Background: an optimization exercise with open tools, aiming at small area. Do not read the settings as production practice. Where RTL was checked, it was by simulation tests only, not by an equivalence proof against the original. No activity file was given, so power comes from the tool's default toggle rates.

## P
==> flow/design.v (excerpt) <==
module FloatingPointMultiplier(
	input wire [26 : 0] in_1,
	input wire [26 : 0] in_2,
	input wire clk_pll,
	output wire [26 : 0] out
    );
For scale: ~82 I/O pins.
clock: 6.8 ns
lec_check: 0
cap_margin: 20
core_margin: 2
core_utilization: 40
cts_buf_list: sky130_fd_sc_hd__clkbuf_4 sky130_fd_sc_hd__clkbuf_8
setup_slack_margin: -0.1
slew_margin: 20
synth_hierarchical: 1
standard.sh (not shown) runs the stock make flow with config.mk's settings and CLKGATE_MAP_FILE= SYNTH_SCRIPT=/design/flow/synth_recipe.tcl, a recipe that flattens the netlist after the stock synthesis.
==> flow/flow/run.sh <==
#!/bin/bash
# Layout flow: the standard synthesis and layout, with
# - the smallest buffer cell for the port buffers instead of the one
#   buffer_ports picks by default,
# - every combinational cell sized down before global placement
#   (flow/downsize.tcl), so that timing repair sizes up only what it needs,
# - timing-driven global placement that does not keep the buffers its
#   virtual repair inserts (GPL_KEEP_OVERFLOW=0); timing is repaired later,
# - input port buffers with many loads sized up to buf_2 after global
#   placement (flow/portbuf.tcl),
# - clock tree synthesis without dummy loads.
set -euo pipefail
bash standard.sh synth > synth.log 2>&1
bash standard.sh 'BUFFER_PORTS_ARGS=-buffer_cell sky130_fd_sc_hd__buf_1' \
  "PRE_GLOBAL_PLACE_TCL=$PWD/flow/downsize.tcl" GPL_KEEP_OVERFLOW=0 \
  "POST_GLOBAL_PLACE_TCL=$PWD/flow/portbuf.tcl" \
  'CTS_ARGS=-sink_clustering_enable -repair_clock_nets -dont_use_dummy_load -buf_list {sky130_fd_sc_hd__clkbuf_4 sky130_fd_sc_hd__clkbuf_8}' \
  finish > layout.log 2>&1
Other scripts of this flow, unchanged in this note and not shown: flow/flow/downsize.tcl, flow/flow/portbuf.tcl
diff inputs: P => Q
--- a/flow/design.v
+++ b/flow/design.v
@@ -1,55 +1,57 @@
 `timescale 1ns / 1ps
 module FPExpAdder(
 	input wire [7 : 0] in,
 	input wire [7 : 0] change,
 	output wire [7 : 0] nout
     );
-	wire [7 : 0] c;
-	wire [6 : 0] s;
+	wire [8 : 0] c;
+	wire [7 : 0] s;
 	HalfAdder ha0 (.a(in[0]), .b(change[0]), .s(s[0]), .co(c[1]));
 	genvar i;
 	generate
-		for (i = 1; i < 7; i = i + 1) begin : bit_add
+		for (i = 1; i < 8; i = i + 1) begin : bit_add
 			FullAdder fa (.a(in[i]), .b(change[i]), .ci(c[i]), .s(s[i]), .co(c[i + 1]));
 		end
 	endgenerate
-	wire set_ones = ~in[7] & ~change[7] & c[7];
-	wire nset_zeros = ~(in[7] & change[7] & ~c[7]);
-	generate
-		for (i = 0; i < 7; i = i + 1) begin : sat_bit
-			Oai21 o_sat (.a(nset_zeros), .b(s[i]), .c(set_ones), .y(nout[i]));
-		end
-	endgenerate
-	wire nboth, nneither;
-	Nand2 n_both (.a(in[7]), .b(change[7]), .y(nboth));
-	Nor2 n_neither (.a(in[7]), .b(change[7]), .y(nneither));
-	Oa21 o_sign (.a(nneither), .b(c[7]), .c(nboth), .y(nout[7]));
+	wire ovf;
+	Xor2 x_ovf (.a(c[7]), .b(c[8]), .y(ovf));
+	wire set_ones = ovf & ~in[7];
+	wire nset_zeros = ~(ovf & in[7]);
+	assign nout[6 : 0] = ~((s[6 : 0] | {7{set_ones}}) & {7{nset_zeros}});
+	Xnor2 x_sign (.a(s[7]), .b(ovf), .y(nout[7]));
 endmodule
 module FPExpDec(
 	input wire [7 : 0] nin,
 	input wire norm,
 	output wire [7 : 0] out
     );
-	wire min_exp = ~nin[7] & (&nin[6 : 0]);
-	wire dec = ~(norm | min_exp);
-	wire [7 : 0] b;
-	wire [6 : 0] nout;
-	assign b[0] = dec;
+	wire [7 : 0] z;
+	assign z[0] = 1'b1;
 	genvar i;
 	generate
-		for (i = 0; i < 7; i = i + 1) begin : borrow
-			HalfAdder ha (.a(nin[i]), .b(b[i]), .s(nout[i]), .co(b[i + 1]));
-			Inv inv (.a(nout[i]), .y(out[i]));
+		for (i = 1; i < 8; i = i + 1) begin : zero_chain
+			assign z[i] = z[i - 1] & nin[i - 1];
+		end
+	endgenerate
+	wire min_exp = ~nin[7] & z[7];
+	wire dec = ~(norm | min_exp);
+	wire [7 : 0] nflip;
+	assign nflip[0] = ~dec;
+	generate
+		for (i = 1; i < 8; i = i + 1) begin : flip_bit
+			Nand2 n_flip (.a(dec), .b(z[i]), .y(nflip[i]));
+		end
+		for (i = 0; i < 8; i = i + 1) begin : out_bit
+			Xor2 x_out (.a(nin[i]), .b(nflip[i]), .y(out[i]));
 		end
 	endgenerate
-	Xnor2 x_top (.a(nin[7]), .b(b[7]), .y(out[7]));
 endmodule
 `timescale 1ns / 1ps
 module FloatingPointMultiplier(
 	input wire [26 : 0] in_1,
 	input wire [26 : 0] in_2,
 	input wire clk_pll,
 	output wire [26 : 0] out
     );
 	wire pp_0_0 = ~(in_1[0] & in_2[0]);
 	wire pp_0_1 = ~(in_1[0] & in_2[1]);
@@ -1272,37 +1274,36 @@
 	Xnor2 u_xnor2_18 (.a(n67), .b(n136), .y(n169));
 	wire n170;
 	Xor2 u_xor2_24 (.a(n69), .b(n154), .y(n170));
 	wire n171;
 	Xnor2 u_xnor2_19 (.a(n71), .b(n137), .y(n171));
 	wire n172;
 	Xor2 u_xor2_25 (.a(n73), .b(n155), .y(n172));
 	wire n173;
 	Xnor2 u_xnor2_20 (.a(n21), .b(n140), .y(n173));
 	wire n174;
-	Xor2 u_xor2_26 (.a(f524), .b(n141), .y(n174));
-	wire [34 : 17] nprod = {n173, n172, n171, n170, n169, n168, n167, n166, n165, n164, n163, n162, n161, n160, n159, n158, n157, n156};
-	wire prod35 = n174;
+	Xnor2 u_xnor2_21 (.a(f524), .b(n141), .y(n174));
+	wire [35 : 17] nprod = {n174, n173, n172, n171, n170, n169, n168, n167, n166, n165, n164, n163, n162, n161, n160, n159, n158, n157, n156};
 	wire [7 : 0] nexp_sum;
 	FPExpAdder fp_exp_adder (
 		.in(in_1[25 : 18]),
 		.change(in_2[25 : 18]),
 		.nout(nexp_sum)
 	);
 	reg pipe_sign;
 	reg [7 : 0] pipe_nexp;
 	reg pipe_norm;
 	reg [34 : 17] pipe_nprod;
 	always @(posedge clk_pll)
 	begin
 		pipe_sign <= in_1[26] ^ in_2[26];
-		pipe_norm <= prod35;
+		pipe_norm <= ~nprod[35];
 		pipe_nprod <= nprod[34 : 17];
 		pipe_nexp <= nexp_sum;
 	end
 	wire [7 : 0] exp_out;
 	FPExpDec fp_exp_dec (
 		.nin(pipe_nexp),
 		.norm(pipe_norm),
 		.out(exp_out)
 	);
 	assign out[26] = pipe_sign;
@@ -1327,23 +1328,20 @@
 endmodule
 module Or2(input wire a, input wire b, output wire y);
 	assign y = a | b;
 endmodule
 module Aoi21(input wire a, input wire b, input wire c, output wire y);
 	assign y = ~(a | (b & c));
 endmodule
 module Aoi22(input wire a1, input wire a2, input wire b1, input wire b2, output wire y);
 	assign y = ~((a1 & a2) | (b1 & b2));
 endmodule
-module Oa21(input wire a, input wire b, input wire c, output wire y);
-	assign y = (a | b) & c;
-endmodule
 module Oai21(input wire a, input wire b, input wire c, output wire y);
 	assign y = ~(a & (b | c));
 endmodule
 module Nand2(input wire a, input wire b, output wire y);
 	assign y = ~(a & b);
 endmodule
 module Nor2(input wire a, input wire b, output wire y);
 	assign y = ~(a | b);
 endmodule
 module Inv(input wire a, output wire y);
Findings:
Delta(data arrival at the endpoint of the critical path, Q - P) > 0. P and Q ended up with roughly the same die height. P has a higher global-route usage than Q. Floorplan check, Q vs P: die outline larger in Q. Routed wire length was lower in the run labelled P. Looking at worst-case headroom to the max-slew limit, Q sits 5.4 points higher than P does. Delta(setup slack, Q - P) < 0. Q has clock period minus final worst setup slack above what P had. The proportion of power drawn by the clock network on P is in line with that on Q. Between P and Q, the minimum hold slack is lower for P. Total power: Q vs P down 0.48%. Q vs P on number of combinational gates with multiple inputs: Q is the higher one.
Function not checked in Q: the RTL went through the layout flow alone.

========
Another version of the RTL of FloatingPointMultiplier (not shown whole).
Size: about 920 cells after synthesis, ~82 I/O pins, about 0.0095 sq mm of cells after synthesis.
==> module FPExpAdder, before the edit <==
module FPExpAdder(
	input wire [7 : 0] in,
	input wire [7 : 0] change,
	output wire [7 : 0] nout
    );
	wire [8 : 0] c;
	wire [7 : 0] s;
	HalfAdder ha0 (.a(in[0]), .b(change[0]), .s(s[0]), .co(c[1]));
	genvar i;
	generate
		for (i = 1; i < 8; i = i + 1) begin : bit_add
			FullAdder fa (.a(in[i]), .b(change[i]), .ci(c[i]), .s(s[i]), .co(c[i + 1]));
		end
	endgenerate
	wire ovf;
	Xor2 x_ovf (.a(c[7]), .b(c[8]), .y(ovf));
	wire set_ones = ovf & ~in[7];
	wire nset_zeros = ~(ovf & in[7]);
	assign nout[6 : 0] = ~((s[6 : 0] | {7{set_ones}}) & {7{nset_zeros}});
	Xnor2 x_sign (.a(s[7]), .b(ovf), .y(nout[7]));
endmodule
==> module FPExpDec, before the edit <==
module FPExpDec(
	input wire [7 : 0] nin,
	input wire norm,
	output wire [7 : 0] out
    );
	wire [7 : 0] z;
	assign z[0] = 1'b1;
	genvar i;
	generate
		for (i = 1; i < 8; i = i + 1) begin : zero_chain
			assign z[i] = z[i - 1] & nin[i - 1];
		end
	endgenerate
	wire min_exp = ~nin[7] & z[7];
	wire dec = ~(norm | min_exp);
	wire [7 : 0] nflip;
	assign nflip[0] = ~dec;
	generate
		for (i = 1; i < 8; i = i + 1) begin : flip_bit
			Nand2 n_flip (.a(dec), .b(z[i]), .y(nflip[i]));
		end
		for (i = 0; i < 8; i = i + 1) begin : out_bit
			Xor2 x_out (.a(nin[i]), .b(nflip[i]), .y(out[i]));
		end
	endgenerate
endmodule
export LEC_CHECK = 0
export CAP_MARGIN = 20
export CORE_MARGIN = 2
export CORE_UTILIZATION = 40
export CTS_BUF_LIST = sky130_fd_sc_hd__clkbuf_4 sky130_fd_sc_hd__clkbuf_8
export SLEW_MARGIN = 20
export SYNTH_HIERARCHICAL = 1
create_clock -name core_clock -period 6.8 [get_ports {clk_pll}]
==> flow/flow/downsize.tcl <==
# Before global placement: give every combinational cell the smallest-area
# variant of its own cell (same function and pins). Timing repair later sizes up only what needs it.
set db [ord::get_db]
set block [ord::get_db_block]
set swapped 0
foreach inst [$block getInsts] {
  set master [$inst getMaster]
  set name [$master getName]
  if {![regexp {^(sky130_fd_sc_hd__([a-z0-9]+))_([0-9]+)$} $name -> base kind size]} { continue }
  # leave sequential, clock, tap, fill and delay cells alone
  if {[regexp {^(df|dl|sdf|edf|sedf|clk|tap|fill|decap|conb|diode|lpflow|probe|dly|macro)} $kind]} { continue }
  set best $master
  foreach s {0 1 2 4 6 8 12 16} {
    set m [$db findMaster "${base}_$s"]
    if {$m == "NULL" || $m == ""} { continue }
    if {[$m getWidth] < [$best getWidth]} {
      set best $m
    }
  }
  if {$best != $master} {
    $inst swapMaster $best
    incr swapped
  }
}
puts "downsize.tcl: swapped $swapped instances to smaller cells"
==> flow/flow/portbuf.tcl <==
# After global placement: an input port buffer that drives many cells gets the
# next size up (buf_2) rather than having the timing repair pick a clock or
# delay buffer for it later.
set db [ord::get_db]
set block [ord::get_db_block]
set buf2 [$db findMaster sky130_fd_sc_hd__buf_2]
set n 0
foreach inst [$block getInsts] {
  if {[[$inst getMaster] getName] != "sky130_fd_sc_hd__buf_1"} { continue }
  foreach it [$inst getITerms] {
    if {[$it isOutputSignal]} {
      set net [$it getNet]
      if {$net != "NULL" && [llength [$net getITerms]] > 8} {
        $inst swapMaster $buf2
        incr n
      }
    }
  }
}
puts "portbuf.tcl: sized up $n buffers driving more than 7 cells"
Scripts as last shown in full above: flow/flow/run.sh
Rerun with:
--- a/flow/design.v
+++ b/flow/design.v
@@ -2,51 +2,49 @@
 module FPExpAdder(
 	input wire [7 : 0] in,
 	input wire [7 : 0] change,
 	output wire [7 : 0] nout
     );
-	wire [8 : 0] c;
-	wire [7 : 0] s;
+	wire [7 : 0] c;
+	wire [6 : 0] s;
 	HalfAdder ha0 (.a(in[0]), .b(change[0]), .s(s[0]), .co(c[1]));
 	genvar i;
 	generate
-		for (i = 1; i < 8; i = i + 1) begin : bit_add
+		for (i = 1; i < 7; i = i + 1) begin : bit_add
 			FullAdder fa (.a(in[i]), .b(change[i]), .ci(c[i]), .s(s[i]), .co(c[i + 1]));
 		end
 	endgenerate
-	wire ovf;
-	Xor2 x_ovf (.a(c[7]), .b(c[8]), .y(ovf));
-	wire set_ones = ovf & ~in[7];
-	wire nset_zeros = ~(ovf & in[7]);
-	assign nout[6 : 0] = ~((s[6 : 0] | {7{set_ones}}) & {7{nset_zeros}});
-	Xnor2 x_sign (.a(s[7]), .b(ovf), .y(nout[7]));
+	wire set_ones = ~in[7] & ~change[7] & c[7];
+	wire nset_zeros = ~(in[7] & change[7] & ~c[7]);
+	generate
+		for (i = 0; i < 7; i = i + 1) begin : sat_bit
+			Oai21 o_sat (.a(nset_zeros), .b(s[i]), .c(set_ones), .y(nout[i]));
+		end
+	endgenerate
+	wire nboth, nneither;
+	Nand2 n_both (.a(in[7]), .b(change[7]), .y(nboth));
+	Nor2 n_neither (.a(in[7]), .b(change[7]), .y(nneither));
+	Oa21 o_sign (.a(nneither), .b(c[7]), .c(nboth), .y(nout[7]));
 endmodule
 module FPExpDec(
 	input wire [7 : 0] nin,
 	input wire norm,
 	output wire [7 : 0] out
     );
-	wire [7 : 0] z;
-	assign z[0] = 1'b1;
-	genvar i;
-	generate
-		for (i = 1; i < 8; i = i + 1) begin : zero_chain
-			assign z[i] = z[i - 1] & nin[i - 1];
-		end
-	endgenerate
-	wire min_exp = ~nin[7] & z[7];
+	wire min_exp = ~nin[7] & (&nin[6 : 0]);
 	wire dec = ~(norm | min_exp);
-	wire [7 : 0] nflip;
-	assign nflip[0] = ~dec;
+	wire [7 : 0] b;
+	wire [6 : 0] nout;
+	assign b[0] = dec;
+	genvar i;
 	generate
-		for (i = 1; i < 8; i = i + 1) begin : flip_bit
-			Nand2 n_flip (.a(dec), .b(z[i]), .y(nflip[i]));
-		end
-		for (i = 0; i < 8; i = i + 1) begin : out_bit
-			Xor2 x_out (.a(nin[i]), .b(nflip[i]), .y(out[i]));
+		for (i = 0; i < 7; i = i + 1) begin : borrow
+			HalfAdder ha (.a(nin[i]), .b(b[i]), .s(nout[i]), .co(b[i + 1]));
+			Inv inv (.a(nout[i]), .y(out[i]));
 		end
 	endgenerate
+	Xnor2 x_top (.a(nin[7]), .b(b[7]), .y(out[7]));
 endmodule
 `timescale 1ns / 1ps
 module FloatingPointMultiplier(
 	input wire [26 : 0] in_1,
 	input wire [26 : 0] in_2,
@@ -1334,10 +1332,13 @@
 	assign y = ~(a | (b & c));
 endmodule
 module Aoi22(input wire a1, input wire a2, input wire b1, input wire b2, output wire y);
 	assign y = ~((a1 & a2) | (b1 & b2));
 endmodule
+module Oa21(input wire a, input wire b, input wire c, output wire y);
+	assign y = (a | b) & c;
+endmodule
 module Oai21(input wire a, input wire b, input wire c, output wire y);
 	assign y = ~(a & (b | c));
 endmodule
 module Nand2(input wire a, input wire b, output wire y);
 	assign y = ~(a & b);
Maximum frequency increases by 1.7%.
Hold slack is about the same.
Count of clock-buffer cells in the layout does not change.
Critical path depth decreases by 2.
Global-route usage decreases by 0.38 points.

[what the ideal ports hide]
No port has a modelled driver above. Below, the same layouts with a new extraction and two added sets of constraints. Step 1, drivers: a clkbuf_16 drives clk_pll and a buf_2 each remaining input, both assumed. Step 2, shift: input delay + t, output delay - t, t = (earliest + latest rising clock arrival at the registers) / 2. This alone moves slack from input paths to output paths. Slacks: no drivers / after step 1 / after step 2; pairs: no drivers / after step 1.
| run | t (ns) | setup WS [ns] | hold slack, ns | worst setup path at the end |
|---|---|---|---|---|
| P | 0.294 | 0.303 / 0.289 / -0.005 | 1.272 / 1.269 / 1.563 | input to register |
| Q | 0.289 | 0.153 / 0.158 / -0.131 | 1.286 / 1.293 / 1.582 | input to register |
| the first run of note 2 | 0.294 | 0.251 / 0.257 / -0.037 | 1.274 / 1.272 / 1.566 | input to register |
| the second run of note 2 | 0.294 | 0.360 / 0.361 / 0.067 | 1.272 / 1.268 / 1.563 | input to register |
With both steps, setup timing fails in P, Q and the first run of note 2, where it was met with ideal ports. For P, which loses most, drivers alone change the setup slack by -0.014 ns; drivers and shift together by -0.308 ns.
